What follows belongs to an exercise in optimizing a design on an open flow for small area and a short achievable clock period; a production flow would make more cautious choices.
Function was checked by simulation only, so behaviour that the tests miss may differ from the original.
The flow treats the clock pin as an ideal source, which a real chip does not have.

[design/flow/standard.sh]
#!/bin/bash
# synth_recipe.tcl (not shown) runs the flow's synth.tcl, then flattens the netlist and writes it again
# the make line also repeats each setting of config.mk as NAME=value (left out here)
make -C /OpenROAD-flow-scripts/flow DESIGN_CONFIG=/design/flow/config.mk WORK_HOME=/design/flow/orfs CLKGATE_MAP_FILE= SYNTH_SCRIPT=/design/flow/synth_recipe.tcl "${@:-finish}"
[design/flow/flow/run.sh]
#!/bin/bash
# Standard ORFS layout (the standard.sh) with two changes:
#  - the ports get plain buffers (buf_2) instead of the delay cells that
#    buffer_ports picks by default;
#  - the clock tree is built from clkbuf_8 cells, without dummy load cells.
# standard.sh's and ORFS's output go to standard.log and orfs/logs/.
set -o pipefail
cp standard.sh standard_sh.txt
export BUFFER_PORTS_ARGS="-buffer_cell sky130_fd_sc_hd__buf_2"
export CTS_ARGS="-sink_clustering_enable -repair_clock_nets -dont_use_dummy_load -buf_list sky130_fd_sc_hd__clkbuf_8"
bash standard.sh > standard.log 2>&1
[design/flow/design.v]
module IIR (
    input              clk,
    input              rst_n,
    input        [7:0] adc,
    output       [7:0] dac,
    output             adc_clk,
    output             dac_clk
);
reg [3:0] c;
reg       s;
always @(posedge clk or negedge rst_n)
    if (!rst_n) begin c <= 4'd0; s <= 1'b0; end
    else if (c == 4'd11) begin c <= 4'd0; s <= ~s; end
    else c <= c + 4'd1;
assign adc_clk = s;
assign dac_clk = s;
wire en = (c == 4'd11) & ~s;
wire en_n = ~en;
reg [7:0] x1;
reg [9:0] w;    
reg [8:0] y1, y2;
wire [7:0] x1_d;
wire [9:0] w_d;
wire [8:0] y1_d, y2_d;
always @(posedge clk or negedge rst_n)
    if (!rst_n) begin x1 <= 8'd0; w <= 10'd0; y1 <= 9'd0; y2 <= 9'd0; end
    else begin x1 <= x1_d; w <= w_d; y1 <= y1_d; y2 <= y2_d; end
assign dac = y[7:0];
wire n1;
wire n2;
wire n3;
wire n4;
wire n5;
wire n6;
wire n7;
wire n8;
wire n9;
wire n10;
wire s11;
wire c12;
wire s13;
wire c14;
wire s15;
wire c16;
wire s17;
wire c18;
wire s19;
wire c20;
wire s21;
wire c22;
wire s23;
wire c24;
wire s25;
wire c26;
wire s27;
wire c28;
wire s29;
wire c30;
wire s31;
wire c32;
wire s33;
wire c34;
wire s35;
wire c36;
wire s37;
wire c38;
wire s39;
wire c40;
wire s41;
wire c42;
wire s43;
wire c44;
wire s45;
wire c46;
wire s47;
wire c48;
wire s49;
wire c50;
wire s51;
wire c52;
wire s53;
wire c54;
wire s55;
wire c56;
wire s57;
wire c58;
wire s59;
wire c60;
wire s61;
wire c62;
wire s63;
wire c64;
wire s65;
wire c66;
wire s67;
wire c68;
wire s69;
wire c70;
wire s71;
wire c72;
wire s73;
wire c74;
wire s75;
wire c76;
wire s77;
wire c78;
wire s79;
wire c80;
wire n81;
wire n82;
wire s83;
wire c84;
wire s85;
wire c86;
wire s87;
wire c88;
wire s89;
wire c90;
wire s91;
wire c92;
wire s93;
wire c94;
wire s95;
wire c96;
wire s97;
wire c98;
wire s99;
wire c100;
wire s101;
wire c102;
wire s103;
wire c104;
wire s105;
wire c106;
wire s107;
wire c108;
wire s109;
wire c110;
wire s111;
wire c112;
wire s113;
wire c114;
wire s115;
wire c116;
wire s117;
wire c118;
wire s119;
wire c120;
wire s121;
wire c122;
wire s123;
wire c124;
wire s125;
wire c126;
wire s127;
wire c128;
wire s129;
wire c130;
wire s131;
wire c132;
wire s133;
wire c134;
wire n135;
wire n136;
wire s137;
wire c138;
wire s139;
wire c140;
wire s141;
wire c142;
wire s143;
wire c144;
wire s145;
wire c146;
wire s147;
wire c148;
wire s149;
wire c150;
wire s151;
wire c152;
wire n153;
wire n154;
wire s155;
wire c156;
wire s157;
wire c158;
wire s159;
wire c160;
wire s161;
wire c162;
wire s163;
wire c164;
wire s165;
wire c166;
wire s167;
wire c168;
wire s169;
wire c170;
wire s171;
wire c172;
wire s173;
wire c174;
wire s175;
wire c176;
wire s177;
wire c178;
wire s179;
wire c180;
wire s181;
wire c182;
wire s183;
wire c184;
wire s185;
wire c186;
wire n187;
wire n188;
wire s189;
wire c190;
wire s191;
wire c192;
wire s193;
wire c194;
wire s195;
wire c196;
wire s197;
wire c198;
wire s199;
wire c200;
wire s201;
wire c202;
wire s203;
wire c204;
wire s205;
wire c206;
wire s207;
wire c208;
wire s209;
wire c210;
wire s211;
wire c212;
wire s213;
wire c214;
wire s215;
wire c216;
wire s217;
wire c218;
wire s219;
wire c220;
wire s221;
wire c222;
wire s223;
wire c224;
wire s225;
wire c226;
wire s227;
wire c228;
wire s229;
wire c230;
wire n231;
wire n232;
wire s233;
wire c234;
wire s235;
wire c236;
wire s237;
wire c238;
wire s239;
wire c240;
wire s241;
wire c242;
wire s243;
wire c244;
wire s245;
wire c246;
wire s247;
wire c248;
wire s249;
wire c250;
wire s251;
wire c252;
wire s253;
wire c254;
wire s255;
wire c256;
wire s257;
wire c258;
wire s259;
wire c260;
wire s261;
wire c262;
wire s263;
wire c264;
wire s265;
wire c266;
wire s267;
wire c268;
wire s269;
wire c270;
wire s271;
wire c272;
wire s273;
wire c274;
wire s275;
wire c276;
wire s277;
wire c278;
wire s279;
wire c280;
wire s281;
wire c282;
wire s283;
wire c284;
wire s285;
wire c286;
wire s287;
wire c288;
wire s289;
wire c290;
wire s291;
wire c292;
wire s293;
wire c294;
wire s295;
wire c296;
wire [20:0] ra = {s241, s239, s235, s229, s221, s279, c276, c274, c272, c268, c264, c258, s257, s251, c246, c244, s243, s25, s17, s11, x1[0]};
wire [20:0] rb = {1'b0, 1'b0, 1'b0, 1'b0, c280, 1'b0, s277, s275, s273, s271, s267, s263, 1'b0, 1'b0, s247, s245, 1'b0, adc[1], adc[0], 1'b0, y2[0]};
wire [20:0] acc = ra + rb;
wire [8:0] y = acc[20:12];
wire [9:0] wn = {c296, s295, s293, s291, s289, s287, s285, s283, s281, x1[0]};
c_inv un1 (.a(y1[8]), .y(n1));
c_inv un2 (.a(y2[0]), .y(n2));
c_inv un3 (.a(y2[1]), .y(n3));
c_inv un4 (.a(y2[2]), .y(n4));
c_inv un5 (.a(y2[3]), .y(n5));
c_inv un6 (.a(y2[4]), .y(n6));
c_inv un7 (.a(y2[5]), .y(n7));
c_inv un8 (.a(y2[6]), .y(n8));
c_inv un9 (.a(y2[7]), .y(n9));
c_inv un10 (.a(y2[8]), .y(n10));
iir_fa us11 (.a(x1[1]), .b(y1[0]), .c(y2[1]), .s(s11), .co(c12));
iir_fa us13 (.a(w[0]), .b(x1[2]), .c(y1[1]), .s(s13), .co(c14));
iir_fa us15 (.a(y2[0]), .b(y2[2]), .c(c12), .s(s15), .co(c16));
iir_ha us17 (.a(s13), .b(s15), .s(s17), .co(c18));
iir_fa us19 (.a(w[1]), .b(x1[3]), .c(y1[2]), .s(s19), .co(c20));
iir_fa us21 (.a(y1[0]), .b(y2[1]), .c(y2[3]), .s(s21), .co(c22));
iir_fa us23 (.a(c14), .b(s19), .c(s21), .s(s23), .co(c24));
iir_fa us25 (.a(c16), .b(s23), .c(c18), .s(s25), .co(c26));
iir_fa us27 (.a(w[2]), .b(w[0]), .c(x1[4]), .s(s27), .co(c28));
iir_fa us29 (.a(y1[3]), .b(y1[1]), .c(y2[2]), .s(s29), .co(c30));
iir_fa us31 (.a(y2[4]), .b(c20), .c(c22), .s(s31), .co(c32));
iir_fa us33 (.a(s27), .b(s29), .c(c24), .s(s33), .co(c34));
iir_fa us35 (.a(s31), .b(s33), .c(c26), .s(s35), .co(c36));
iir_fa us37 (.a(w[3]), .b(w[1]), .c(x1[5]), .s(s37), .co(c38));
iir_fa us39 (.a(y1[4]), .b(y1[2]), .c(y2[0]), .s(s39), .co(c40));
iir_fa us41 (.a(y2[3]), .b(y2[5]), .c(c28), .s(s41), .co(c42));
iir_fa us43 (.a(c30), .b(s37), .c(s39), .s(s43), .co(c44));
iir_fa us45 (.a(c32), .b(s41), .c(s43), .s(s45), .co(c46));
iir_fa us47 (.a(c34), .b(s45), .c(c36), .s(s47), .co(c48));
iir_fa us49 (.a(w[4]), .b(w[2]), .c(x1[6]), .s(s49), .co(c50));
iir_fa us51 (.a(y1[5]), .b(y1[3]), .c(y1[0]), .s(s51), .co(c52));
iir_fa us53 (.a(y2[0]), .b(y2[1]), .c(y2[4]), .s(s53), .co(c54));
iir_fa us55 (.a(y2[6]), .b(c38), .c(c40), .s(s55), .co(c56));
iir_fa us57 (.a(s49), .b(s51), .c(s53), .s(s57), .co(c58));
iir_fa us59 (.a(c42), .b(c44), .c(s55), .s(s59), .co(c60));
iir_fa us61 (.a(s57), .b(s59), .c(c46), .s(s61), .co(c62));
iir_ha us63 (.a(s61), .b(c48), .s(s63), .co(c64));
iir_fa us65 (.a(w[5]), .b(w[3]), .c(x1[7]), .s(s65), .co(c66));
iir_fa us67 (.a(y1[6]), .b(y1[4]), .c(y1[1]), .s(s67), .co(c68));
iir_fa us69 (.a(y2[1]), .b(y2[2]), .c(y2[5]), .s(s69), .co(c70));
iir_fa us71 (.a(y2[7]), .b(c50), .c(c52), .s(s71), .co(c72));
iir_fa us73 (.a(c54), .b(s65), .c(s67), .s(s73), .co(c74));
iir_fa us75 (.a(s69), .b(c56), .c(c58), .s(s75), .co(c76));
iir_fa us77 (.a(s71), .b(s73), .c(c60), .s(s77), .co(c78));
iir_fa us79 (.a(s75), .b(s77), .c(c62), .s(s79), .co(c80));
c_xnor2 un81 (.a(w[6]), .b(w[4]), .y(n81));
c_or2 un82 (.a(w[6]), .b(w[4]), .y(n82));
iir_fa us83 (.a(w[0]), .b(y1[7]), .c(y1[5]), .s(s83), .co(c84));
iir_fa us85 (.a(y1[2]), .b(y2[0]), .c(y2[2]), .s(s85), .co(c86));
iir_fa us87 (.a(y2[3]), .b(y2[6]), .c(n10), .s(s87), .co(c88));
iir_fa us89 (.a(n81), .b(c66), .c(c68), .s(s89), .co(c90));
iir_fa us91 (.a(c70), .b(s83), .c(s85), .s(s91), .co(c92));
iir_fa us93 (.a(s87), .b(c72), .c(c74), .s(s93), .co(c94));
iir_fa us95 (.a(s89), .b(s91), .c(c76), .s(s95), .co(c96));
iir_fa us97 (.a(s93), .b(c78), .c(s95), .s(s97), .co(c98));
iir_fa us99 (.a(w[7]), .b(w[5]), .c(w[1]), .s(s99), .co(c100));
iir_fa us101 (.a(y1[6]), .b(y1[3]), .c(y1[0]), .s(s101), .co(c102));
iir_fa us103 (.a(y2[1]), .b(y2[3]), .c(y2[4]), .s(s103), .co(c104));
iir_fa us105 (.a(y2[7]), .b(n1), .c(n82), .s(s105), .co(c106));
iir_fa us107 (.a(c84), .b(c86), .c(c88), .s(s107), .co(c108));
iir_fa us109 (.a(s99), .b(s101), .c(s103), .s(s109), .co(c110));
iir_fa us111 (.a(s105), .b(c90), .c(c92), .s(s111), .co(c112));
iir_fa us113 (.a(s107), .b(s109), .c(c94), .s(s113), .co(c114));
iir_fa us115 (.a(s111), .b(c96), .c(s113), .s(s115), .co(c116));
iir_fa us117 (.a(w[8]), .b(w[6]), .c(w[2]), .s(s117), .co(c118));
iir_fa us119 (.a(y1[7]), .b(y1[4]), .c(y1[1]), .s(s119), .co(c120));
iir_fa us121 (.a(y2[2]), .b(y2[4]), .c(y2[5]), .s(s121), .co(c122));
iir_fa us123 (.a(n10), .b(c100), .c(c102), .s(s123), .co(c124));
iir_fa us125 (.a(c104), .b(s117), .c(s119), .s(s125), .co(c126));
iir_fa us127 (.a(s121), .b(c106), .c(c108), .s(s127), .co(c128));
iir_fa us129 (.a(c110), .b(s123), .c(s125), .s(s129), .co(c130));
iir_fa us131 (.a(c112), .b(s127), .c(s129), .s(s131), .co(c132));
iir_fa us133 (.a(c114), .b(s131), .c(c116), .s(s133), .co(c134));
c_xnor2 un135 (.a(w[9]), .b(w[7]), .y(n135));
c_or2 un136 (.a(w[9]), .b(w[7]), .y(n136));
iir_fa us137 (.a(w[3]), .b(y1[5]), .c(y1[2]), .s(s137), .co(c138));
iir_fa us139 (.a(y2[3]), .b(y2[5]), .c(y2[6]), .s(s139), .co(c140));
iir_fa us141 (.a(n1), .b(n2), .c(n135), .s(s141), .co(c142));
iir_fa us143 (.a(c118), .b(c120), .c(c122), .s(s143), .co(c144));
iir_fa us145 (.a(s137), .b(s139), .c(s141), .s(s145), .co(c146));
iir_fa us147 (.a(c124), .b(c126), .c(s143), .s(s147), .co(c148));
iir_fa us149 (.a(s145), .b(c128), .c(s147), .s(s149), .co(c150));
iir_fa us151 (.a(c130), .b(c132), .c(s149), .s(s151), .co(c152));
c_xnor2 un153 (.a(w[8]), .b(w[4]), .y(n153));
c_or2 un154 (.a(w[8]), .b(w[4]), .y(n154));
iir_fa us155 (.a(y1[6]), .b(y1[3]), .c(y1[0]), .s(s155), .co(c156));
iir_fa us157 (.a(y2[4]), .b(y2[6]), .c(y2[7]), .s(s157), .co(c158));
iir_fa us159 (.a(n3), .b(n153), .c(n136), .s(s159), .co(c160));
iir_fa us161 (.a(c138), .b(c140), .c(s155), .s(s161), .co(c162));
iir_fa us163 (.a(s157), .b(c142), .c(s159), .s(s163), .co(c164));
iir_fa us165 (.a(c144), .b(s161), .c(c146), .s(s165), .co(c166));
iir_fa us167 (.a(s163), .b(c148), .c(s165), .s(s167), .co(c168));
iir_fa us169 (.a(c150), .b(s167), .c(c152), .s(s169), .co(c170));
iir_fa us171 (.a(w[9]), .b(w[5]), .c(y1[7]), .s(s171), .co(c172));
iir_fa us173 (.a(y1[4]), .b(y1[1]), .c(y2[5]), .s(s173), .co(c174));
iir_fa us175 (.a(y2[7]), .b(n4), .c(n10), .s(s175), .co(c176));
iir_fa us177 (.a(n154), .b(c156), .c(c158), .s(s177), .co(c178));
iir_fa us179 (.a(s171), .b(s173), .c(s175), .s(s179), .co(c180));
iir_fa us181 (.a(c160), .b(c162), .c(s177), .s(s181), .co(c182));
iir_fa us183 (.a(s179), .b(c164), .c(s181), .s(s183), .co(c184));
iir_fa us185 (.a(c166), .b(s183), .c(c168), .s(s185), .co(c186));
c_xnor2 un187 (.a(w[6]), .b(y1[5]), .y(n187));
c_or2 un188 (.a(w[6]), .b(y1[5]), .y(n188));
iir_fa us189 (.a(y1[2]), .b(y2[6]), .c(n1), .s(s189), .co(c190));
iir_fa us191 (.a(n5), .b(n10), .c(n187), .s(s191), .co(c192));
iir_fa us193 (.a(c172), .b(c174), .c(c176), .s(s193), .co(c194));
iir_fa us195 (.a(s189), .b(s191), .c(c178), .s(s195), .co(c196));
iir_fa us197 (.a(c180), .b(s193), .c(s195), .s(s197), .co(c198));
iir_fa us199 (.a(c182), .b(c184), .c(s197), .s(s199), .co(c200));
iir_fa us201 (.a(w[7]), .b(y1[6]), .c(y1[3]), .s(s201), .co(c202));
iir_fa us203 (.a(y2[7]), .b(n6), .c(n188), .s(s203), .co(c204));
iir_fa us205 (.a(c190), .b(s201), .c(c192), .s(s205), .co(c206));
iir_fa us207 (.a(s203), .b(c194), .c(s205), .s(s207), .co(c208));
iir_fa us209 (.a(c196), .b(s207), .c(c198), .s(s209), .co(c210));
iir_ha us211 (.a(c200), .b(s209), .s(s211), .co(c212));
iir_fa us213 (.a(w[8]), .b(y1[7]), .c(y1[4]), .s(s213), .co(c214));
iir_fa us215 (.a(n7), .b(n10), .c(c202), .s(s215), .co(c216));
iir_fa us217 (.a(s213), .b(c204), .c(s215), .s(s217), .co(c218));
iir_fa us219 (.a(c206), .b(s217), .c(c208), .s(s219), .co(c220));
iir_fa us221 (.a(s219), .b(c210), .c(c212), .s(s221), .co(c222));
iir_fa us223 (.a(w[9]), .b(y1[5]), .c(n1), .s(s223), .co(c224));
iir_fa us225 (.a(n8), .b(c214), .c(s223), .s(s225), .co(c226));
iir_fa us227 (.a(c216), .b(s225), .c(c218), .s(s227), .co(c228));
iir_fa us229 (.a(s227), .b(c220), .c(c222), .s(s229), .co(c230));
c_xnor2 un231 (.a(y1[6]), .b(n9), .y(n231));
c_or2 un232 (.a(y1[6]), .b(n9), .y(n232));
iir_fa us233 (.a(n231), .b(c224), .c(c226), .s(s233), .co(c234));
iir_fa us235 (.a(s233), .b(c228), .c(c230), .s(s235), .co(c236));
iir_fa us237 (.a(y1[7]), .b(y2[8]), .c(n232), .s(s237), .co(c238));
iir_fa us239 (.a(s237), .b(c234), .c(c236), .s(s239), .co(c240));
iir_fa us241 (.a(n1), .b(c238), .c(c240), .s(s241), .co(c242));
iir_fa us243 (.a(s35), .b(adc[2]), .c(adc[0]), .s(s243), .co(c244));
iir_fa us245 (.a(s47), .b(adc[3]), .c(adc[1]), .s(s245), .co(c246));
iir_fa us247 (.a(adc[4]), .b(adc[2]), .c(s63), .s(s247), .co(c248));
iir_fa us249 (.a(s79), .b(adc[5]), .c(adc[3]), .s(s249), .co(c250));
iir_fa us251 (.a(c64), .b(c248), .c(s249), .s(s251), .co(c252));
iir_fa us253 (.a(c80), .b(s97), .c(adc[6]), .s(s253), .co(c254));
iir_fa us255 (.a(adc[4]), .b(adc[0]), .c(c250), .s(s255), .co(c256));
iir_fa us257 (.a(s253), .b(c252), .c(s255), .s(s257), .co(c258));
iir_fa us259 (.a(c98), .b(s115), .c(adc[7]), .s(s259), .co(c260));
iir_fa us261 (.a(adc[5]), .b(adc[1]), .c(c254), .s(s261), .co(c262));
iir_fa us263 (.a(s259), .b(c256), .c(s261), .s(s263), .co(c264));
iir_fa us265 (.a(adc[6]), .b(adc[2]), .c(s133), .s(s265), .co(c266));
iir_fa us267 (.a(c260), .b(s265), .c(c262), .s(s267), .co(c268));
iir_fa us269 (.a(s151), .b(adc[7]), .c(adc[3]), .s(s269), .co(c270));
iir_fa us271 (.a(c134), .b(s269), .c(c266), .s(s271), .co(c272));
iir_fa us273 (.a(adc[4]), .b(s169), .c(c270), .s(s273), .co(c274));
iir_fa us275 (.a(adc[5]), .b(s185), .c(c170), .s(s275), .co(c276));
iir_fa us277 (.a(s199), .b(c186), .c(adc[6]), .s(s277), .co(c278));
iir_fa us279 (.a(s211), .b(adc[7]), .c(c278), .s(s279), .co(c280));
iir_ha us281 (.a(adc[0]), .b(x1[1]), .s(s281), .co(c282));
iir_fa us283 (.a(adc[1]), .b(x1[2]), .c(c282), .s(s283), .co(c284));
iir_fa us285 (.a(adc[2]), .b(x1[3]), .c(c284), .s(s285), .co(c286));
iir_fa us287 (.a(adc[3]), .b(x1[4]), .c(c286), .s(s287), .co(c288));
iir_fa us289 (.a(adc[4]), .b(x1[5]), .c(c288), .s(s289), .co(c290));
iir_fa us291 (.a(adc[5]), .b(x1[6]), .c(c290), .s(s291), .co(c292));
iir_fa us293 (.a(adc[6]), .b(x1[7]), .c(c292), .s(s293), .co(c294));
iir_ha us295 (.a(adc[7]), .b(c294), .s(s295), .co(c296));
c_ao22 ux1_d0 (.s(en), .sn(en_n), .d(adc[0]), .q(x1[0]), .y(x1_d[0]));
c_ao22 ux1_d1 (.s(en), .sn(en_n), .d(adc[1]), .q(x1[1]), .y(x1_d[1]));
c_ao22 ux1_d2 (.s(en), .sn(en_n), .d(adc[2]), .q(x1[2]), .y(x1_d[2]));
c_ao22 ux1_d3 (.s(en), .sn(en_n), .d(adc[3]), .q(x1[3]), .y(x1_d[3]));
c_ao22 ux1_d4 (.s(en), .sn(en_n), .d(adc[4]), .q(x1[4]), .y(x1_d[4]));
c_ao22 ux1_d5 (.s(en), .sn(en_n), .d(adc[5]), .q(x1[5]), .y(x1_d[5]));
c_ao22 ux1_d6 (.s(en), .sn(en_n), .d(adc[6]), .q(x1[6]), .y(x1_d[6]));
c_ao22 ux1_d7 (.s(en), .sn(en_n), .d(adc[7]), .q(x1[7]), .y(x1_d[7]));
c_ao22 uw_d0 (.s(en), .sn(en_n), .d(wn[0]), .q(w[0]), .y(w_d[0]));
c_ao22 uw_d1 (.s(en), .sn(en_n), .d(wn[1]), .q(w[1]), .y(w_d[1]));
c_ao22 uw_d2 (.s(en), .sn(en_n), .d(wn[2]), .q(w[2]), .y(w_d[2]));
c_ao22 uw_d3 (.s(en), .sn(en_n), .d(wn[3]), .q(w[3]), .y(w_d[3]));
c_ao22 uw_d4 (.s(en), .sn(en_n), .d(wn[4]), .q(w[4]), .y(w_d[4]));
c_ao22 uw_d5 (.s(en), .sn(en_n), .d(wn[5]), .q(w[5]), .y(w_d[5]));
c_ao22 uw_d6 (.s(en), .sn(en_n), .d(wn[6]), .q(w[6]), .y(w_d[6]));
c_ao22 uw_d7 (.s(en), .sn(en_n), .d(wn[7]), .q(w[7]), .y(w_d[7]));
c_ao22 uw_d8 (.s(en), .sn(en_n), .d(wn[8]), .q(w[8]), .y(w_d[8]));
c_ao22 uw_d9 (.s(en), .sn(en_n), .d(wn[9]), .q(w[9]), .y(w_d[9]));
c_ao22 uy1_d0 (.s(en), .sn(en_n), .d(y[0]), .q(y1[0]), .y(y1_d[0]));
c_ao22 uy1_d1 (.s(en), .sn(en_n), .d(y[1]), .q(y1[1]), .y(y1_d[1]));
c_ao22 uy1_d2 (.s(en), .sn(en_n), .d(y[2]), .q(y1[2]), .y(y1_d[2]));
c_ao22 uy1_d3 (.s(en), .sn(en_n), .d(y[3]), .q(y1[3]), .y(y1_d[3]));
c_ao22 uy1_d4 (.s(en), .sn(en_n), .d(y[4]), .q(y1[4]), .y(y1_d[4]));
c_ao22 uy1_d5 (.s(en), .sn(en_n), .d(y[5]), .q(y1[5]), .y(y1_d[5]));
c_ao22 uy1_d6 (.s(en), .sn(en_n), .d(y[6]), .q(y1[6]), .y(y1_d[6]));
c_ao22 uy1_d7 (.s(en), .sn(en_n), .d(y[7]), .q(y1[7]), .y(y1_d[7]));
c_ao22 uy1_d8 (.s(en), .sn(en_n), .d(y[8]), .q(y1[8]), .y(y1_d[8]));
c_ao22 uy2_d0 (.s(en), .sn(en_n), .d(y1[0]), .q(y2[0]), .y(y2_d[0]));
c_ao22 uy2_d1 (.s(en), .sn(en_n), .d(y1[1]), .q(y2[1]), .y(y2_d[1]));
c_ao22 uy2_d2 (.s(en), .sn(en_n), .d(y1[2]), .q(y2[2]), .y(y2_d[2]));
c_ao22 uy2_d3 (.s(en), .sn(en_n), .d(y1[3]), .q(y2[3]), .y(y2_d[3]));
c_ao22 uy2_d4 (.s(en), .sn(en_n), .d(y1[4]), .q(y2[4]), .y(y2_d[4]));
c_ao22 uy2_d5 (.s(en), .sn(en_n), .d(y1[5]), .q(y2[5]), .y(y2_d[5]));
c_ao22 uy2_d6 (.s(en), .sn(en_n), .d(y1[6]), .q(y2[6]), .y(y2_d[6]));
c_ao22 uy2_d7 (.s(en), .sn(en_n), .d(y1[7]), .q(y2[7]), .y(y2_d[7]));
c_ao22 uy2_d8 (.s(en), .sn(en_n), .d(y1[8]), .q(y2[8]), .y(y2_d[8]));
endmodule
module iir_fa (input a, input b, input c, output s, output co);
assign s = a ^ b ^ c;
assign co = (a & b) | (a & c) | (b & c);
endmodule
module iir_ha (input a, input b, output s, output co);
assign s = a ^ b;
assign co = a & b;
endmodule
module c_ao22 (input s, input sn, input d, input q, output y);
assign y = (s & d) | (sn & q);
endmodule
module c_inv (input a, output y);
assign y = ~a;
endmodule
module c_or2 (input a, input b, output y);
assign y = a | b;
endmodule
module c_xnor2 (input a, input b, output y);
assign y = ~(a ^ b);
endmodule
[design/flow/config.mk]
export PLATFORM = sky130hd
export DESIGN_NAME = IIR
export DESIGN_NICKNAME = IIR
export VERILOG_FILES = /design/flow/design.v
export SDC_FILE = /design/flow/constraint.sdc
export NUM_CORES = 4
export LEC_CHECK = 0
export CAP_MARGIN = 20
export CORE_MARGIN = 2
export CORE_UTILIZATION = 40
export SLEW_MARGIN = 20
export SYNTH_HIERARCHICAL = 1
export SYNTH_MINIMUM_KEEP_SIZE = 0
[design/flow/constraint.sdc]
create_clock -name core_clock -period 17.0 [get_ports {clk}]
set_input_delay 3.4000 -clock core_clock [delete_from_list [all_inputs] [get_ports {clk}]]
set_output_delay 3.4000 -clock core_clock [all_outputs]
set_load 0.01 [all_outputs]
==> results of run 1 <==
-- layout make-up --
class	instances	area share (%)
inverter	12	0.877
timing repair buffer	22	2.68
multi-input combinational	262	71.5
clock buffer	5	1.34
tap	147	3.58
sequential	41	20.0
-- metal layers --
metal	wire, um	GRT usage (%)
met1	5180	29.2
met2	5840	31.9
met3	349	2.76
met4	138	4.23
met5	0	0
-- flip-flops by register name, indices dropped and copies added, names as in the netlist --
register,flops
c,4
s,1
w,10
x1,8
y1,9
y2,9
-- per-module statistics from Yosys (local to each module, per instance) --
module	cells	copies in the design	flops+latches	cell area, um^2
c_or2	1	5	0	6.26
iir_fa	1	133	0	20.0
IIR	130	1	41	1660
iir_ha	1	5	0	12.5
c_xnor2	1	5	0	8.76
c_inv	1	10	0	3.75
c_ao22	1	36	0	8.76
-- cells by family (layout without fill, tap and decap cells) --
family / Yosys count / in the layout / synth area share [%]
xor+xnor: 14 / 14 / 2.55
compound gates: 57 / 57 / 9.67
mux: 1 / 1 / 0.234
fa+ha+maj: 150 / 150 / 59.7
flops: 41 / 41 / 21.3
buf+inv: 21 / 39 / 2.34
simple gates: 40 / 40 / 4.16
-- worst register-to-register path: cells and delay by family (launching register included) --
kind	cells	cell delay, ns
AOI/OAI and AO/OA	3	1.05
DFF	1	0.74
and+or+nand+nor	3	0.34
adders and majority gates	10	4.07
-- worst paths after layout --
kind,startpoint,to,slack [ns],depth (start not counted)
setup / recovery,adc[6],dac[5],7.08,11
hold / removal,c[0],c[0],0.46,1
setup reg to reg,y1[2],y1[5],10.70,16
hold reg to reg,c[0],c[0],0.46,1
max in group asynchronous,rst_n,w[6],13.43,2
min in group asynchronous,rst_n,y1[2],3.07,1
-- placed cells by master, fill, tap and decap left out --
| cell | n |
|---|---|
| nor2b_2 | 1 |
| clkbuf_8 | 5 |
| a22o_1 | 36 |
| buf_16 | 1 |
| mux2_2 | 1 |
| a21oi_1 | 8 |
| o21ai_0 | 3 |
| nor3_1 | 3 |
| nor2_1 | 9 |
| or2_1 | 5 |
| nand2_1 | 9 |
| ha_1 | 17 |
| nor4_1 | 2 |
| or3_1 | 1 |
| buf_4 | 2 |
| o211ai_1 | 3 |
| fa_1 | 133 |
| nand4_1 | 3 |
| a311oi_1 | 1 |
| and4_1 | 1 |
| a221oi_1 | 1 |
| a2111o_1 | 1 |
| xnor2_1 | 9 |
| a211oi_2 | 1 |
| nand2b_1 | 1 |
| a211oi_1 | 1 |
| xor2_1 | 5 |
| a32oi_2 | 1 |
| buf_2 | 19 |
| o21bai_1 | 1 |
| dfrtp_1 | 41 |
| inv_1 | 12 |
| nand3_1 | 5 |
==> flow_summary.rst, run 1 <==
.. list-table::
   :header-rows: 1

   * - Metric
     - Value
   * - Commonest cells in the netlist
     - fa_1 (133), dfrtp_1 (41), a22o_1 (36)
   * - Fmax achieved
     - 101 MHz
   * - Setup-violating endpoint count in the final report
     - 0
   * - Post-synth top area cell
     - fa_1
   * - Dpl hpwl
     - slightly above 9000 um
   * - Delay of the slowest cell on the worst path
     - approximately 0.51 ns
   * - Final clock skew
     - 0.0119 ns
   * - CP required
     - between 10 and 15 ns
   * - Crit-path slowest cell
     - fa_1
   * - Total global-route track usage
     - around a fifth
   * - Area of the die
     - between 0.01 and 0.015 mm^2
   * - Number of input and output port buffers inserted
     - 19
   * - Register area share after synthesis
     - a little over a fifth
   * - Routability congestion estimate
     - roughly 0.9
   * - DRT Wirelength
     - approximately 12000 um
   * - Number of antenna violations at the first check in global routing
     - 0
   * - Synthesized area per cell
     - around 15 um^2
   * - Layout Area Growth over Synthesis
     - 6.71%
   * - Maximum number of pins on one net before global-route repair
     - between 40 and 50
   * - Sequential standard cell area
     - 0.00103 mm^2
   * - Pins over their slew limit
     - 0
   * - Effective utilization at floorplan
     - roughly two fifths
   * - Family with the most delay on the worst path
     - adder cells
   * - Share of Yosys cell area claimed by the top area cell type
     - between 50% and 60%
   * - Post-synth cell types
     - 30
   * - Post-synth EDFFs
     - 0
   * - Kind of critical path
     - in2out
   * - Worst hold slack
     - ~0.46 ns
   * - Worst Tran Pin Value
     - approximately 0.64 ns
   * - Area of the multi-input gates
     - ~0.0037 mm^2
   * - Number of buffers inserted by post-CTS setup repair
     - 0
   * - Antenna-violating nets left
     - 0
   * - Cell types with the largest area share after synthesis
     - fa_1 (55%), dfrtp_1 (21%), a22o_1 (6.6%), ha_1 (4.4%), xnor2_1 (1.6%)
   * - Inst Count DP
     - 483
   * - Layout cells sized above 1
     - a little under a tenth
   * - Number of filler instances in the final layout
     - approximately 1.1k
   * - Number of max-cap violations
     - 0
   * - Flop and latch count out of synthesis
     - 41
   * - Number of hold-slack violations in the final timing report
     - 0
   * - Final min period
     - 9.92 ns
   * - Startpoint class of the critical path
     - input pin
   * - PostCTS Resize Cnt
     - 0
   * - Global-route congestion overflow total
     - 0
   * - Prevailing post-synth register cell
     - dfrtp_1
   * - DP Worst Slack
     - around 7 ns
   * - Cell area after layout
     - 0.00514 mm^2
   * - Worst skew pair latency
     - approximately 0.30 ns
   * - Vias in the first global route
     - ~3.2k
   * - Unrepaired setup endpoints after global routing
     - no
   * - CTS tree
     - built
   * - Buffer levels on the longest clock path
     - 2
   * - Worst min path class
     - reg2reg
   * - CP arrival
     - between 6 and 7 ns
   * - Number of placement rows
     - 40
   * - Number of buffers created by CTS
     - 5
   * - Total Neg Setup Slack
     - 0 ns
   * - Number of nets in the final layout
     - ~500
   * - Post-Place Cell Area
     - approximately 0.005 mm^2
   * - Share of flip-flops with an asynchronous set or reset after synthesis
     - 100%
   * - Initial DRC Count
     - between 100 and 150
   * - Final routed DRC violation total
     - 0
   * - Number of placed I/O pins
     - 20
   * - Worst setup margin
     - roughly 7.1 ns
   * - Detailed-route wire length per cell
     - roughly 24 um
   * - CP Capture Type
     - output pin
   * - Total nets after synthesis
     - 484
   * - Mapped Cells
     - 324
   * - Final core utilization
     - between 40% and 50%
   * - Final standard cell count with taps included and fillers excluded
     - around 490
   * - Clock-pin transition on the worst setup and hold timing paths
     - around 0.070 ns
   * - DRT Pass-1 Iters
     - 4
   * - Peak fanout along the critical path
     - 5
   * - Count leader, synth
     - fa_1
   * - Cell area after technology mapping
     - ~0.0048 mm^2
   * - WP buf/inv
     - 2
   * - Quantity of hold-fixing buffers added after cts
     - 0
   * - Core outline area
     - between 0.01 and 0.015 mm^2
   * - Cells along the critical path
     - buf_2, fa_1, fa_1, fa_1, ha_1, nand3_1, nor4_1, a2111o_1, a311oi_1, nor2_1, buf_2
   * - Outcome
     - no timing/DRC/antenna violations
   * - Warning count from the yosys run
     - 7
   * - Final worst-path cycle share
     - between 50 and 60%
   * - Antenna diode count
     - 0
   * - Count of clock tree sinks
     - ~40
   * - Die width
     - about 110 um
   * - Global-route wire length before repair
     - around 19000 um
   * - Vert. Die Dim
     - approximately 110 um
   * - Via density per instance
     - between 5 and 6
   * - Number of vias after detailed routing
     - about 2.8k
   * - Clock Root Buffer
     - clkbuf_8
   * - Critical path's most frequent cell
     - fa_1
   * - Slew Limit Headroom
     - between 50% and 60%
   * - CTS H-Tree Depth
     - 2
==> inputs of run 2 (changes only) <==
==> design/flow/flow/run.sh (replaced) <==
#!/bin/bash
# The standard layout (standard.sh: ORFS, synthesis to final layout), with
# these changes:
#  - the ports get plain buffers (buf_2) instead of the delay cells that
#    buffer_ports picks by default, and the reset port, which drives every
#    flip-flop, a buf_8 (flow/pre_resize.tcl, before repair_design);
#  - the clock port drives three clkbuf_8, each of which drives the registers
#    of one third of the core (flow/pre_cts.tcl), instead of a five-buffer
#    tree with dummy loads.
# standard.sh's output goes to standard.log, ORFS's logs to orfs/logs/.
set -o pipefail
HERE=$(pwd)
cp standard.sh standard_sh.txt
export BUFFER_PORTS_ARGS="-buffer_cell sky130_fd_sc_hd__buf_2"
export PRE_RESIZE_TCL=$HERE/flow/pre_resize.tcl
export PRE_CTS_TCL=$HERE/flow/pre_cts.tcl
export CTS_ARGS="-clk_nets clk -repair_clock_nets -dont_use_dummy_load -buf_list sky130_fd_sc_hd__clkbuf_8"
bash standard.sh > standard.log 2>&1
==> design/flow/flow/pre_cts.tcl (new file) <==
# The clock port drives NBUF clock buffers (clkbuf_8) directly; each drives the
# registers of one vertical strip of the core and sits at their centre.
# clock_tree_synthesis is then run on the port net only.
set NBUF 3
set block [ord::get_db_block]
set dbu [$block getDbUnitsPerMicron]
set regs {}
foreach oi [$block getInsts] {
  if {[string match "*__df*" [[$oi getMaster] getName]]} {
    lassign [$oi getLocation] x y
    lappend regs [list $x $y [$oi getName]]
  }
}
set regs [lsort -integer -index 0 $regs]
set n [llength $regs]
for {set k 0} {$k < $NBUF} {incr k} {
  set lo [expr {$k * $n / $NBUF}]
  set hi [expr {($k + 1) * $n / $NBUF - 1}]
  set grp [lrange $regs $lo $hi]
  set sx 0; set sy 0; set pins {}
  foreach r $grp {
    lassign $r x y name
    set sx [expr {$sx + $x}]; set sy [expr {$sy + $y}]
    lappend pins [get_pins -of_objects [get_cells $name] -filter "name == CLK"]
  }
  set m [llength $grp]
  set cx [expr {double($sx) / $m / $dbu}]
  set cy [expr {double($sy) / $m / $dbu}]
  puts "pre_cts: clock buffer $k drives $m registers, at $cx $cy"
  insert_buffer -buffer_cell sky130_fd_sc_hd__clkbuf_8 -net clk -load_pins $pins \
    -buffer_name clkbuf_$k -net_name clk_$k -location [list $cx $cy]
}
==> design/flow/flow/pre_resize.tcl (new file) <==
# The reset input drives every flip-flop: give its port buffer more drive
# (buf_8) instead of leaving repair_design to add a second buffer for slew.
set rst_net [get_nets rst_n]
foreach pin [get_pins -of_objects $rst_net] {
  set inst [get_cells -of_objects $pin]
  if {[get_property $inst ref_name] eq "sky130_fd_sc_hd__buf_2"} {
    puts "pre_resize: [get_full_name $inst] -> sky130_fd_sc_hd__buf_8"
    replace_cell $inst sky130_fd_sc_hd__buf_8
  }
}
==> flow_summary.rst, run 2 <==
.. list-table::
   :header-rows: 1

   * - Metric
     - Value
   * - Outcome
     - no timing/DRC/antenna violations
   * - Total global-route track usage
     - 19.3% (-0.51 points)
   * - Number of buffers inserted by post-CTS setup repair
     - 0 (unchanged)
   * - Number of filler instances in the final layout
     - 1090 (+0.74%)
   * - Number of placement rows
     - 40 (unchanged)
   * - Cells along the critical path
     - buf_2, fa_1, fa_1, fa_1, ha_1, nand3_1, nor4_1, a2111o_1, a311oi_1, nor2_1, buf_2
   * - Dominant combinational cell family by area after synthesis
     - adder cells
   * - Mapped Cells
     - 324 (unchanged)
   * - Via density per instance
     - 5.77 (+1.4%)
   * - Simple-Gate Fraction of Synth Area
     - 4.16% (unchanged)
   * - Final core utilization
     - 42.9% (-0.38 points)
   * - Number of max-cap violations
     - 0 (unchanged)
   * - Core outline area
     - 0.0119 mm^2 (unchanged)
   * - Antenna diode count
     - 0 (unchanged)
   * - Worst Tran Pin Value
     - 0.630 ns (-0.0112 ns)
   * - Inst Count DP
     - 483 (unchanged)
   * - Layout cells sized above 1
     - 8.26% (-0.80 points)
   * - CP required
     - 13.60 ns (about the same)
   * - Global-route wire length before repair
     - 18800 um (about the same)
   * - Final clock skew
     - 0.00891 ns (-0.00296 ns)
   * - Number of antenna violations at the first check in global routing
     - 0 (unchanged)
   * - Final standard cell count with taps included and fillers excluded
     - 486 (-0.61%)
   * - Cell area after technology mapping
     - 0.00481 mm^2 (unchanged)
   * - Most frequent standard cell in the layout excluding fill and tap cells
     - fa_1
   * - Clock-pin transition on the worst setup and hold timing paths
     - 0.11 ns (+0.04 ns)
   * - Final min period
     - 9.91 ns (-0.00491 ns)
   * - Register area share after synthesis
     - 21.3% (unchanged)
   * - CP arrival
     - 6.51 ns (about the same)
   * - Top Registers
     - w x10, y1 x9, y2 x9
   * - Number of input and output port buffers inserted
     - 19 (unchanged)
   * - Slew Limit Headroom
     - 58.0% (+0.70 points)
   * - Critical path's most frequent cell
     - fa_1
   * - Vert. Die Dim
     - 114 um (unchanged)
   * - DRT Pass-1 Iters
     - 4 (unchanged)
   * - Share of flip-flops with an asynchronous set or reset after synthesis
     - 100% (unchanged)
   * - Detailed-route wire length per cell
     - 23.6 um (+0.41%)
   * - Worst skew pair latency
     - 0.16 ns (-0.14 ns)
   * - Number of placed I/O pins
     - 20 (unchanged)
   * - Post-synth EDFFs
     - 0 (unchanged)
   * - Number of vias after detailed routing
     - 2804 (+0.75%)
   * - Fmax achieved
     - 101 MHz (about the same)
   * - Crit-path slowest cell
     - fa_1
   * - Total nets after synthesis
     - 484 (unchanged)
   * - Cell types with the largest area share after synthesis
     - fa_1 (55%), dfrtp_1 (21%), a22o_1 (6.6%), ha_1 (4.4%), xnor2_1 (1.6%)
   * - Post-synth top area cell
     - fa_1
   * - Effective utilization at floorplan
     - 40.6% (unchanged)
   * - Kind of critical path
     - in2out
   * - Prevailing post-synth register cell
     - dfrtp_1
   * - Area of the die
     - 0.0129 mm^2 (unchanged)
   * - Commonest cells in the netlist
     - fa_1 (133), dfrtp_1 (41), a22o_1 (36)
   * - Final worst-path cycle share
     - 58.3% (about the same)
   * - Delay of the slowest cell on the worst path
     - 0.51 ns (about the same)
   * - Compound-Gate Fraction of Synth Area
     - 9.67% (unchanged)
   * - Number of nets in the final layout
     - 501 (-0.60%)
   * - Unrepaired setup endpoints after global routing
     - no
   * - Layout Area Growth over Synthesis
     - 5.77%
   * - Global-route congestion overflow total
     - 0 (unchanged)
   * - Worst min path class
     - reg2reg
   * - Post-synth cell types
     - 30 (unchanged)
   * - Post-Synth XOR/XNOR Area
     - 2.55% (unchanged)
   * - Die width
     - 114 um (unchanged)
   * - Peak fanout along the critical path
     - 5 (unchanged)
   * - Dpl hpwl
     - 9140 um (+0.23%)
   * - Final routed DRC violation total
     - 0 (unchanged)
   * - Antenna-violating nets left
     - 0 (unchanged)
   * - Max FFs per register
     - 10 (unchanged)
   * - Arithmetic-cell share of the synthesized area counting full adders, half adders and majority gates
     - 59.7% (unchanged)
   * - CP Capture Type
     - output pin
   * - Setup-violating endpoint count in the final report
     - 0 (unchanged)
   * - Count leader, synth
     - fa_1
   * - DRT Wirelength
     - 11500 um (-0.21%)
   * - Pins over their slew limit
     - 0 (unchanged)
   * - Commonest cells after routing, fill and taps aside
     - fa_1 (133), dfrtp_1 (41), a22o_1 (36)
   * - Routability congestion estimate
     - 0.876 (unchanged)
   * - Initial DRC Count
     - 106 (-3.6%)
   * - PostCTS Resize Cnt
     - 0 (unchanged)
   * - Share of Yosys cell area claimed by the top area cell type
     - 55.3% (unchanged)
   * - Warning count from the yosys run
     - 7 (unchanged)
   * - Flop and latch count out of synthesis
     - 41 (unchanged)
   * - Multiplexer share of the synthesized area
     - 0.234% (unchanged)
   * - Maximum number of pins on one net before global-route repair
     - 42 (unchanged)
   * - Synthesized area per cell
     - 14.9 um^2 (unchanged)
   * - Largest register by flop count
     - w
   * - Number of hold-slack violations in the final timing report
     - 0 (unchanged)
   * - Vias in the first global route
     - 3200 (-0.90%)
   * - Quantity of hold-fixing buffers added after cts
     - 0 (unchanged)
   * - Startpoint class of the critical path
     - input pin
   * - Worst hold slack
     - 0.464 ns (+0.00112 ns)
   * - Total Neg Setup Slack
     - 0 ns (unchanged)
-- run 2: cell counts after synthesis --
No cell type changed its count.
-- run 2: worst max-delay path, delay by kind of cell --
family                   cells  cell delay, ns
adder cells (fa/ha/maj)      4            1.61
buffers and inverters        2            0.33
AND/OR/NAND/NOR              3            0.34
AO/OA/AOI/OAI                2            0.85
-- run 2: final cells by class, without the clock buffers --
| cell class | instances | area, um^2 | area share (%) |
|---|---|---|---|
| inverters | 12 | 45.0 | 0.885 |
| multi-input cells | 262 | 3670 | 72.2 |
| flip-flops and latches | 41 | 1030 | 20.2 |
| well taps | 147 | 184 | 3.61 |
| repair buffers | 21 | 120 | 2.36 |
-- run 2: logic make-up after synthesis --
logic type | count (synthesis)
buffers and inverters | 21
AO/OA/AOI/OAI | 57
XOR/XNOR | 14
AND/OR/NAND/NOR | 40
flip-flops | 41
multiplexers | 1
adder cells (fa/ha/maj) | 150
-- run 2: final timing paths --
kind / end / from / cells past startpoint / slack (ns)
worst max-delay path: dac[5] / adc[6] / 11 / 7.09
min in group asynchronous: x1[0] / rst_n / 1 / 3.11
worst max register to register: y1[5] / y1[2] / 16 / 10.70
max in group asynchronous: y2[7] / rst_n / 1 / 13.63
worst min register to register: c[0] / c[0] / 1 / 0.46
worst min-delay path: c[0] / c[0] / 1 / 0.46
-- run 2: through the flow --
stage / setup WS (ns) / cell area [um^2]
floorplan: 7.52 / 4810
global placement: 7.17 / 5040
detailed placement: 7.10 / 5050
CTS: 7.09 / 5090
global route: 6.94 / 5090
finish: 7.09 / 5090
-- run 2: Yosys stat by module, one instance, submodules excluded --
module   cells inside  flops+latches  area (um^2)  times used
IIR               130             41         1660           1
iir_fa              1              0         20.0         133
iir_ha              1              0         12.5           5
c_ao22              1              0         8.76          36
c_xnor2             1              0         8.76           5
c_or2               1              0         6.26           5
c_inv               1              0         3.75          10
-- run 2: layer usage --
layer | global-route usage (%) | share of wire [%] | up-vias
li1 | - | - | 1136
met4 | 1.79 | 1.2 | 0
met1 | 29.1 | 44 | 1601
met5 | 0 | 0 | -
met3 | 1.22 | 3.6 | 9
met2 | 32.6 | 51 | 58
==> inputs of run 3 (changes only) <==
--- a/design/flow/design.v
+++ b/design/flow/design.v
@@ -306,27 +306,162 @@
 wire c278;
 wire s279;
 wire c280;
-wire s281;
-wire c282;
-wire s283;
-wire c284;
-wire s285;
-wire c286;
-wire s287;
-wire c288;
-wire s289;
-wire c290;
-wire s291;
-wire c292;
-wire s293;
-wire c294;
-wire s295;
-wire c296;
-wire [20:0] ra = {s241, s239, s235, s229, s221, s279, c276, c274, c272, c268, c264, c258, s257, s251, c246, c244, s243, s25, s17, s11, x1[0]};
-wire [20:0] rb = {1'b0, 1'b0, 1'b0, 1'b0, c280, 1'b0, s277, s275, s273, s271, s267, s263, 1'b0, 1'b0, s247, s245, 1'b0, adc[1], adc[0], 1'b0, y2[0]};
-wire [20:0] acc = ra + rb;
-wire [8:0] y = acc[20:12];
-wire [9:0] wn = {c296, s295, s293, s291, s289, s287, s285, s283, s281, x1[0]};
+wire n281;
+wire n282;
+wire n283;
+wire n284;
+wire n285;
+wire n286;
+wire n287;
+wire n288;
+wire n289;
+wire n290;
+wire n291;
+wire n292;
+wire n293;
+wire n294;
+wire n295;
+wire n296;
+wire n297;
+wire n298;
+wire n299;
+wire n300;
+wire n301;
+wire n302;
+wire n303;
+wire n304;
+wire n305;
+wire n306;
+wire n307;
+wire n308;
+wire s309;
+wire c310;
+wire s311;
+wire c312;
+wire s313;
+wire c314;
+wire s315;
+wire c316;
+wire s317;
+wire c318;
+wire s319;
+wire c320;
+wire s321;
+wire c322;
+wire s323;
+wire c324;
+wire [20:0] cg = {1'b0, 1'b0, 1'b0, 1'b0, ~n306, 1'b0, ~n303, ~n300, ~n297, ~n295, ~n293, ~n291, 1'b0, 1'b0, ~n289, ~n287, 1'b0, ~n285, ~n283, 1'b0, ~n281};
+wire [20:0] ct = {s241, s239, s235, s229, ~n307, s279, ~n304, ~n301, ~n298, ~n296, ~n294, ~n292, s257, s251, ~n290, ~n288, s243, ~n286, ~n284, s11, ~n282};
+wire [20:0] cx = {s241, s239, s235, s229, n308, s279, n305, n302, n299, 1'b0, 1'b0, 1'b0, s257, s251, 1'b0, 1'b0, s243, 1'b0, 1'b0, s11, 1'b0};
+wire [21:0] cc;
+assign cc[0] = 1'b0;
+wire pg0_1 = cg[1] | (ct[1] & cg[0]);
+wire pt0_1 = ct[1] & ct[0];
+wire pg0_3 = cg[3] | (ct[3] & cg[2]);
+wire pt0_3 = ct[3] & ct[2];
+wire pg0_5 = cg[5] | (ct[5] & cg[4]);
+wire pt0_5 = ct[5] & ct[4];
+wire pg0_7 = cg[7] | (ct[7] & cg[6]);
+wire pt0_7 = ct[7] & ct[6];
+wire pg0_9 = cg[9] | (ct[9] & cg[8]);
+wire pt0_9 = ct[9] & ct[8];
+wire pg0_11 = cg[11] | (ct[11] & cg[10]);
+wire pt0_11 = ct[11] & ct[10];
+wire pg0_13 = cg[13] | (ct[13] & cg[12]);
+wire pt0_13 = ct[13] & ct[12];
+wire pg0_15 = cg[15] | (ct[15] & cg[14]);
+wire pt0_15 = ct[15] & ct[14];
+wire pg0_17 = cg[17] | (ct[17] & cg[16]);
+wire pt0_17 = ct[17] & ct[16];
+wire pg0_19 = cg[19] | (ct[19] & cg[18]);
+wire pt0_19 = ct[19] & ct[18];
+wire pg1_2 = cg[2] | (ct[2] & pg0_1);
+wire pt1_2 = ct[2] & pt0_1;
+wire pg1_3 = pg0_3 | (pt0_3 & pg0_1);
+wire pt1_3 = pt0_3 & pt0_1;
+wire pg1_6 = cg[6] | (ct[6] & pg0_5);
+wire pt1_6 = ct[6] & pt0_5;
+wire pg1_7 = pg0_7 | (pt0_7 & pg0_5);
+wire pt1_7 = pt0_7 & pt0_5;
+wire pg1_10 = cg[10] | (ct[10] & pg0_9);
+wire pt1_10 = ct[10] & pt0_9;
+wire pg1_11 = pg0_11 | (pt0_11 & pg0_9);
+wire pt1_11 = pt0_11 & pt0_9;
+wire pg1_14 = cg[14] | (ct[14] & pg0_13);
+wire pt1_14 = ct[14] & pt0_13;
+wire pg1_15 = pg0_15 | (pt0_15 & pg0_13);
+wire pt1_15 = pt0_15 & pt0_13;
+wire pg1_18 = cg[18] | (ct[18] & pg0_17);
+wire pt1_18 = ct[18] & pt0_17;
+wire pg1_19 = pg0_19 | (pt0_19 & pg0_17);
+wire pt1_19 = pt0_19 & pt0_17;
+wire pg2_4 = cg[4] | (ct[4] & pg1_3);
+wire pt2_4 = ct[4] & pt1_3;
+wire pg2_5 = pg0_5 | (pt0_5 & pg1_3);
+wire pt2_5 = pt0_5 & pt1_3;
+wire pg2_6 = pg1_6 | (pt1_6 & pg1_3);
+wire pt2_6 = pt1_6 & pt1_3;
+wire pg2_7 = pg1_7 | (pt1_7 & pg1_3);
+wire pt2_7 = pt1_7 & pt1_3;
+wire pg2_12 = cg[12] | (ct[12] & pg1_11);
+wire pt2_12 = ct[12] & pt1_11;
+wire pg2_13 = pg0_13 | (pt0_13 & pg1_11);
+wire pt2_13 = pt0_13 & pt1_11;
+wire pg2_14 = pg1_14 | (pt1_14 & pg1_11);
+wire pt2_14 = pt1_14 & pt1_11;
+wire pg2_15 = pg1_15 | (pt1_15 & pg1_11);
+wire pt2_15 = pt1_15 & pt1_11;
+wire pg2_20 = cg[20] | (ct[20] & pg1_19);
+wire pt2_20 = ct[20] & pt1_19;
+wire pg3_8 = cg[8] | (ct[8] & pg2_7);
+wire pt3_8 = ct[8] & pt2_7;
+wire pg3_9 = pg0_9 | (pt0_9 & pg2_7);
+wire pt3_9 = pt0_9 & pt2_7;
+wire pg3_10 = pg1_10 | (pt1_10 & pg2_7);
+wire pt3_10 = pt1_10 & pt2_7;
+wire pg3_11 = pg1_11 | (pt1_11 & pg2_7);
+wire pt3_11 = pt1_11 & pt2_7;
+wire pg3_12 = pg2_12 | (pt2_12 & pg2_7);
+wire pt3_12 = pt2_12 & pt2_7;
+wire pg3_13 = pg2_13 | (pt2_13 & pg2_7);
+wire pt3_13 = pt2_13 & pt2_7;
+wire pg3_14 = pg2_14 | (pt2_14 & pg2_7);
+wire pt3_14 = pt2_14 & pt2_7;
+wire pg3_15 = pg2_15 | (pt2_15 & pg2_7);
+wire pt3_15 = pt2_15 & pt2_7;
+wire pg4_16 = cg[16] | (ct[16] & pg3_15);
+wire pt4_16 = ct[16] & pt3_15;
+wire pg4_17 = pg0_17 | (pt0_17 & pg3_15);
+wire pt4_17 = pt0_17 & pt3_15;
+wire pg4_18 = pg1_18 | (pt1_18 & pg3_15);
+wire pt4_18 = pt1_18 & pt3_15;
+wire pg4_19 = pg1_19 | (pt1_19 & pg3_15);
+wire pt4_19 = pt1_19 & pt3_15;
+wire pg4_20 = pg2_20 | (pt2_20 & pg3_15);
+wire pt4_20 = pt2_20 & pt3_15;
+assign cc[1] = cg[0];
+assign cc[2] = pg0_1;
+assign cc[3] = pg1_2;
+assign cc[4] = pg1_3;
+assign cc[5] = pg2_4;
+assign cc[6] = pg2_5;
+assign cc[7] = pg2_6;
+assign cc[8] = pg2_7;
+assign cc[9] = pg3_8;
+assign cc[10] = pg3_9;
+assign cc[11] = pg3_10;
+assign cc[12] = pg3_11;
+assign cc[13] = pg3_12;
+assign cc[14] = pg3_13;
+assign cc[15] = pg3_14;
+assign cc[16] = pg3_15;
+assign cc[17] = pg4_16;
+assign cc[18] = pg4_17;
+assign cc[19] = pg4_18;
+assign cc[20] = pg4_19;
+assign cc[21] = pg4_20;
+wire [8:0] y = cx[20:12] ^ cc[20:12];
+wire [9:0] wn = {c324, s323, s321, s319, s317, s315, s313, s311, s309, x1[0]};
 c_inv un1 (.a(y1[8]), .y(n1));
 c_inv un2 (.a(y2[0]), .y(n2));
 c_inv un3 (.a(y2[1]), .y(n3));
@@ -477,14 +612,42 @@
 iir_fa us275 (.a(adc[5]), .b(s185), .c(c170), .s(s275), .co(c276));
 iir_fa us277 (.a(s199), .b(c186), .c(adc[6]), .s(s277), .co(c278));
 iir_fa us279 (.a(s211), .b(adc[7]), .c(c278), .s(s279), .co(c280));
-iir_ha us281 (.a(adc[0]), .b(x1[1]), .s(s281), .co(c282));
-iir_fa us283 (.a(adc[1]), .b(x1[2]), .c(c282), .s(s283), .co(c284));
-iir_fa us285 (.a(adc[2]), .b(x1[3]), .c(c284), .s(s285), .co(c286));
-iir_fa us287 (.a(adc[3]), .b(x1[4]), .c(c286), .s(s287), .co(c288));
-iir_fa us289 (.a(adc[4]), .b(x1[5]), .c(c288), .s(s289), .co(c290));
-iir_fa us291 (.a(adc[5]), .b(x1[6]), .c(c290), .s(s291), .co(c292));
-iir_fa us293 (.a(adc[6]), .b(x1[7]), .c(c292), .s(s293), .co(c294));
-iir_ha us295 (.a(adc[7]), .b(c294), .s(s295), .co(c296));
+c_nand2 un281 (.a(x1[0]), .b(y2[0]), .y(n281));
+c_nor2 un282 (.a(x1[0]), .b(y2[0]), .y(n282));
+c_nand2 un283 (.a(s17), .b(adc[0]), .y(n283));
+c_nor2 un284 (.a(s17), .b(adc[0]), .y(n284));
+c_nand2 un285 (.a(s25), .b(adc[1]), .y(n285));
+c_nor2 un286 (.a(s25), .b(adc[1]), .y(n286));
+c_nand2 un287 (.a(c244), .b(s245), .y(n287));
+c_nor2 un288 (.a(c244), .b(s245), .y(n288));
+c_nand2 un289 (.a(c246), .b(s247), .y(n289));
+c_nor2 un290 (.a(c246), .b(s247), .y(n290));
+c_nand2 un291 (.a(c258), .b(s263), .y(n291));
+c_nor2 un292 (.a(c258), .b(s263), .y(n292));
+c_nand2 un293 (.a(c264), .b(s267), .y(n293));
+c_nor2 un294 (.a(c264), .b(s267), .y(n294));
+c_nand2 un295 (.a(c268), .b(s271), .y(n295));
+c_nor2 un296 (.a(c268), .b(s271), .y(n296));
+c_nand2 un297 (.a(c272), .b(s273), .y(n297));
+c_nor2 un298 (.a(c272), .b(s273), .y(n298));
+c_xor2 un299 (.a(c272), .b(s273), .y(n299));
+c_nand2 un300 (.a(c274), .b(s275), .y(n300));
+c_nor2 un301 (.a(c274), .b(s275), .y(n301));
+c_xor2 un302 (.a(c274), .b(s275), .y(n302));
+c_nand2 un303 (.a(c276), .b(s277), .y(n303));
+c_nor2 un304 (.a(c276), .b(s277), .y(n304));
+c_xor2 un305 (.a(c276), .b(s277), .y(n305));
+c_nand2 un306 (.a(s221), .b(c280), .y(n306));
+c_nor2 un307 (.a(s221), .b(c280), .y(n307));
+c_xor2 un308 (.a(s221), .b(c280), .y(n308));
+iir_ha us309 (.a(adc[0]), .b(x1[1]), .s(s309), .co(c310));
+iir_fa us311 (.a(adc[1]), .b(x1[2]), .c(c310), .s(s311), .co(c312));
+iir_fa us313 (.a(adc[2]), .b(x1[3]), .c(c312), .s(s313), .co(c314));
+iir_fa us315 (.a(adc[3]), .b(x1[4]), .c(c314), .s(s315), .co(c316));
+iir_fa us317 (.a(adc[4]), .b(x1[5]), .c(c316), .s(s317), .co(c318));
+iir_fa us319 (.a(adc[5]), .b(x1[6]), .c(c318), .s(s319), .co(c320));
+iir_fa us321 (.a(adc[6]), .b(x1[7]), .c(c320), .s(s321), .co(c322));
+iir_ha us323 (.a(adc[7]), .b(c322), .s(s323), .co(c324));
 c_ao22 ux1_d0 (.s(en), .sn(en_n), .d(adc[0]), .q(x1[0]), .y(x1_d[0]));
 c_ao22 ux1_d1 (.s(en), .sn(en_n), .d(adc[1]), .q(x1[1]), .y(x1_d[1]));
 c_ao22 ux1_d2 (.s(en), .sn(en_n), .d(adc[2]), .q(x1[2]), .y(x1_d[2]));
@@ -536,9 +699,18 @@
 module c_inv (input a, output y);
 assign y = ~a;
 endmodule
+module c_nand2 (input a, input b, output y);
+assign y = ~(a & b);
+endmodule
+module c_nor2 (input a, input b, output y);
+assign y = ~(a | b);
+endmodule
 module c_or2 (input a, input b, output y);
 assign y = a | b;
 endmodule
 module c_xnor2 (input a, input b, output y);
 assign y = ~(a ^ b);
 endmodule
+module c_xor2 (input a, input b, output y);
+assign y = a ^ b;
+endmodule
==> flow_summary.rst, run 3 <==
.. list-table::
   :header-rows: 1

   * - Metric
     - Value
   * - Total Neg Setup Slack
     - 0 ns (unchanged)
   * - Worst Reg2Reg Path Length in Cells
     - 15 (-1)
   * - Largest register by flop count
     - w
   * - Detailed-route wire length per cell
     - 22.1 um (-6.6%)
   * - Kind of critical path
     - in2out
   * - Share of Yosys cell area claimed by the top area cell type
     - 56.0% (+0.64 points)
   * - Post-synth cell types
     - 33 (+10%)
   * - Hold Crit Start
     - c[0]
   * - Number of cells on the worst hold path
     - 1 (unchanged)
   * - Flop and latch count out of synthesis
     - 41 (unchanged)
   * - Sequential standard cell area
     - 0.00103 mm^2 (unchanged)
   * - Antenna-violating nets left
     - 0 (unchanged)
   * - Number of filler instances in the final layout
     - 1068 (-2.0%)
   * - Final clock skew
     - 0.0145 ns (+0.00555 ns)
   * - Antenna diode count
     - 0 (unchanged)
   * - Fmax achieved
     - 103 MHz (+2.0%)
   * - Post-synth EDFFs
     - 0 (unchanged)
   * - Startpoint class of the critical path
     - input pin
   * - Peak fanout along the critical path
     - 5 (unchanged)
   * - CP required
     - 13.60 ns (about the same)
   * - Effective utilization at floorplan
     - 41.3% (+0.74 points)
   * - Number of placement rows
     - 39 (-2.5%)
   * - Layout cells sized above 1
     - 9.09% (+0.83 points)
   * - Flop2flop setup slack
     - 11.10 ns (+0.40 ns)
   * - Cell types with the largest area share after synthesis
     - fa_1 (56%), dfrtp_1 (22%), a22o_1 (6.6%), xnor2_1 (2.2%), ha_1 (1.6%)
   * - Number of nets in the final layout
     - 492 (-1.8%)
   * - Warning count from the yosys run
     - 7 (unchanged)
   * - Clock-pin transition on the worst setup and hold timing paths
     - 0.09 ns (-0.02 ns)
   * - Unrepaired setup endpoints after global routing
     - no
   * - Crit-path slowest cell
     - fa_1
   * - Setup-violating endpoint count in the final report
     - 0 (unchanged)
   * - Count leader, synth
     - fa_1
   * - Area of the multi-input gates
     - 0.00362 mm^2 (-1.5%)
   * - Max FFs per register
     - 10 (unchanged)
   * - Dpl hpwl
     - 8710 um (-4.8%)
   * - Slew Limit Headroom
     - 47.1% (-11 points)
   * - Inst Count DP
     - 481 (-0.41%)
   * - Worst min path class
     - reg2reg
   * - Total nets after synthesis
     - 476 (-1.7%)
   * - Maximum number of pins on one net before global-route repair
     - 42 (unchanged)
   * - Core outline area
     - 0.0115 mm^2 (-2.9%)
   * - Most frequent standard cell in the layout excluding fill and tap cells
     - fa_1
   * - Register area share after synthesis
     - 21.6% (+0.25 points)
   * - Critical path's most frequent cell
     - fa_1
   * - Number of max-cap violations
     - 0 (unchanged)
   * - Crit Reg-Reg Startpoint
     - y1[4]
   * - Outcome
     - no timing/DRC/antenna violations
   * - Final min period
     - 9.71 ns (-0.198 ns)
   * - Initial DRC Count
     - 156 (+47%)
   * - Worst Tran Pin Value
     - 0.793 ns (+0.164 ns)
   * - Vias in the first global route
     - 3137 (-2.0%)
   * - CP arrival
     - 6.31 ns (-0.20 ns)
   * - PostCTS Resize Cnt
     - 0 (unchanged)
   * - Number of placed I/O pins
     - 20 (unchanged)
   * - Mapped Cells
     - 327 (+0.93%)
   * - Number of input and output port buffers inserted
     - 19 (unchanged)
   * - Synthesized area per cell
     - 14.6 um^2 (-2.1%)
   * - Worst r2r dst
     - y1[8]
   * - Commonest cells in the netlist
     - fa_1 (133), dfrtp_1 (41), a22o_1 (36)
   * - Global-route wire length before repair
     - 17800 um (-5.0%)
   * - DRT Wirelength
     - 10700 um (-7.0%)
   * - DRT Pass-1 Iters
     - 15 (+11)
   * - Via density per instance
     - 5.56 (-3.7%)
   * - Cell area after layout
     - 0.00502 mm^2 (-1.3%)
   * - Vert. Die Dim
     - 113 um (-0.55%)
   * - Cells along the critical path
     - buf_2, fa_1, fa_1, fa_1, nor2_1, nor3_2, nand3_2, nor4_2, o31a_1, xor2_1, buf_2
   * - Global-route congestion overflow total
     - 0 (unchanged)
   * - Number of vias after detailed routing
     - 2690 (-4.1%)
   * - Layout Area Growth over Synthesis
     - 5.57%
   * - Cell area after technology mapping
     - 0.00476 mm^2 (-1.1%)
   * - Number of buffers inserted by post-CTS setup repair
     - 0 (unchanged)
   * - Endpoint with the worst hold slack
     - c[0]
   * - Worst skew pair latency
     - 0.16 ns (about the same)
   * - Post-Place Cell Area
     - 0.00498 mm^2 (-1.3%)
   * - Area of the die
     - 0.0128 mm^2 (-1.1%)
   * - Die width
     - 113 um (-0.55%)
   * - Top Registers
     - w x10, y1 x9, y2 x9
   * - Total global-route track usage
     - 18.3% (-1.0 points)
   * - Commonest cells after routing, fill and taps aside
     - fa_1 (133), dfrtp_1 (41), a22o_1 (36)
   * - Number of hold-slack violations in the final timing report
     - 0 (unchanged)
   * - Quantity of hold-fixing buffers added after cts
     - 0 (unchanged)
   * - Prevailing post-synth register cell
     - dfrtp_1
   * - Final worst-path cycle share
     - 57.1% (-1.2 points)
   * - Share of flip-flops with an asynchronous set or reset after synthesis
     - 100% (unchanged)
   * - Pins over their slew limit
     - 0 (unchanged)
   * - Delay of the slowest cell on the worst path
     - 0.52 ns (about the same)
   * - Number of antenna violations at the first check in global routing
     - 0 (unchanged)
   * - Final standard cell count with taps included and fillers excluded
     - 484 (-0.41%)
   * - CP Capture Type
     - output pin
   * - Final routed DRC violation total
     - 0 (unchanged)
   * - Post-synth top area cell
     - fa_1
   * - Routability congestion estimate
     - 0.863 (-1.4%)
[run 3: changes by cell type after synthesis, moves of 3 or more]
cell	previous run	this run
nand2_1	9	19
ha_1	17	6
a21oi_1	8	1
o21ai_1	0	4
nand4_1	3	0
o211ai_1	3	0
nand3_1	5	0
nor2_1	9	15
xnor2_1	9	12
[run 3: how the worst max path moves through the flow]
| stage | endpoint | start | cells past startpoint |
|---|---|---|---|
| 6_report | dac[7] | adc[6] | 11 |
| 2_1_floorplan | dac[2] | adc[6] | 10 |
| 4_1_cts | dac[7] | adc[6] | 11 |
| 5_1_grt | dac[7] | adc[6] | 11 |
| 3_3_place_gp | dac[7] | adc[6] | 11 |
| 3_5_place_dp | dac[7] | adc[6] | 11 |
[run 3: routing by layer]
layer	up-vias	part of all wire, %	GRT usage (%)	wire (um)
met5	-	0	0	0
met4	0	2.2	5.61	238
met3	20	3.3	1.23	356
met2	59	51	29.2	5430
met1	1501	44	27.2	4660
li1	1110	-	-	-
[run 3: per-stage QoR]
| step | hold slack [ns] | setup slack (ns) | util, % |
|---|---|---|---|
| final | 0.462 | 7.29 | 43.6 |
| after global routing | 0.501 | 7.12 | 43.6 |
| after CTS | 0.456 | 7.27 | 43.6 |
| after detailed placement | 0.454 | 7.29 | 43.3 |
| after global placement | 0.444 | 7.35 | 43.2 |
| after floorplan | 0.431 | 7.74 | - |
[run 3: kinds of logic after synthesis]
group	count (synthesis)	synth area share (%)
buffers and inverters	21	2.37
DFF	41	21.6
adders and majority gates	139	57.5
AOI/OAI and AO/OA	52	8.94
muxes	1	0.237
xor gates and xnor gates	19	3.50
and+or+nand+nor	54	5.86
[run 3: final cells by class, without the clock buffers]
cell class	count	share of cell area (%)
Inverter	12	0.897
Timing Repair Buffer	20	2.24
Tap cell	143	3.56
Sequential cell	41	20.4
Multi-Input combinational cell	265	72.1
[run 3: per-module statistics from Yosys (local to each module, per instance)]
module | cells | times used | flip-flops and latches
IIR | 106 | 1 | 41
c_ao22 | 1 | 36 | 0
c_inv | 1 | 10 | 0
c_nand2 | 1 | 12 | 0
c_nor2 | 1 | 11 | 0
c_or2 | 1 | 5 | 0
c_xnor2 | 1 | 5 | 0
c_xor2 | 1 | 4 | 0
iir_fa | 1 | 133 | 0
iir_ha | 1 | 5 | 0
[run 3: worst max-delay path: cells and delay by family]
kind / cells / cell delay, ns
buffers and inverters: 2 / 0.34
xor gates and xnor gates: 1 / 0.18
and+or+nand+nor: 4 / 0.83
adders and majority gates: 3 / 1.38
AOI/OAI and AO/OA: 1 / 0.19

what the ideal ports hide:
Ports are ideal in the flow. The routed layouts listed here were re-timed in OpenROAD. Step 1, drivers: a clkbuf_16 drives clk and a buf_2 each remaining input, both assumed. Step 2 moves the port delays by t, midway between the first and last clock arrival at a register: inputs arrive t later, outputs are due t later. That takes back most of the time a late clock gives input paths. a / b / c = ideal / step 1 / step 2; a / b = the first two.
run	t (ns)	slack for setup (ns)	hold WS [ns]	latest minus earliest clock arrival (ns)	slew at the worst register clock pin (ns)
run 1	0.329	7.083 / 7.063 / 7.063	0.463 / 0.463 / 0.463	0.012 / 0.012	0.08 / 0.08
run 2	0.215	7.087 / 7.068 / 7.068	0.464 / 0.464 / 0.464	0.009 / 0.009	0.11 / 0.11
run 3	0.207	7.286 / 7.265 / 7.265	0.462 / 0.462 / 0.462	0.014 / 0.015	0.11 / 0.11
After both steps every run listed still meets setup and hold. For run 3, which loses most, drivers alone change the setup slack by -0.021 ns; drivers and shift together by -0.021 ns.
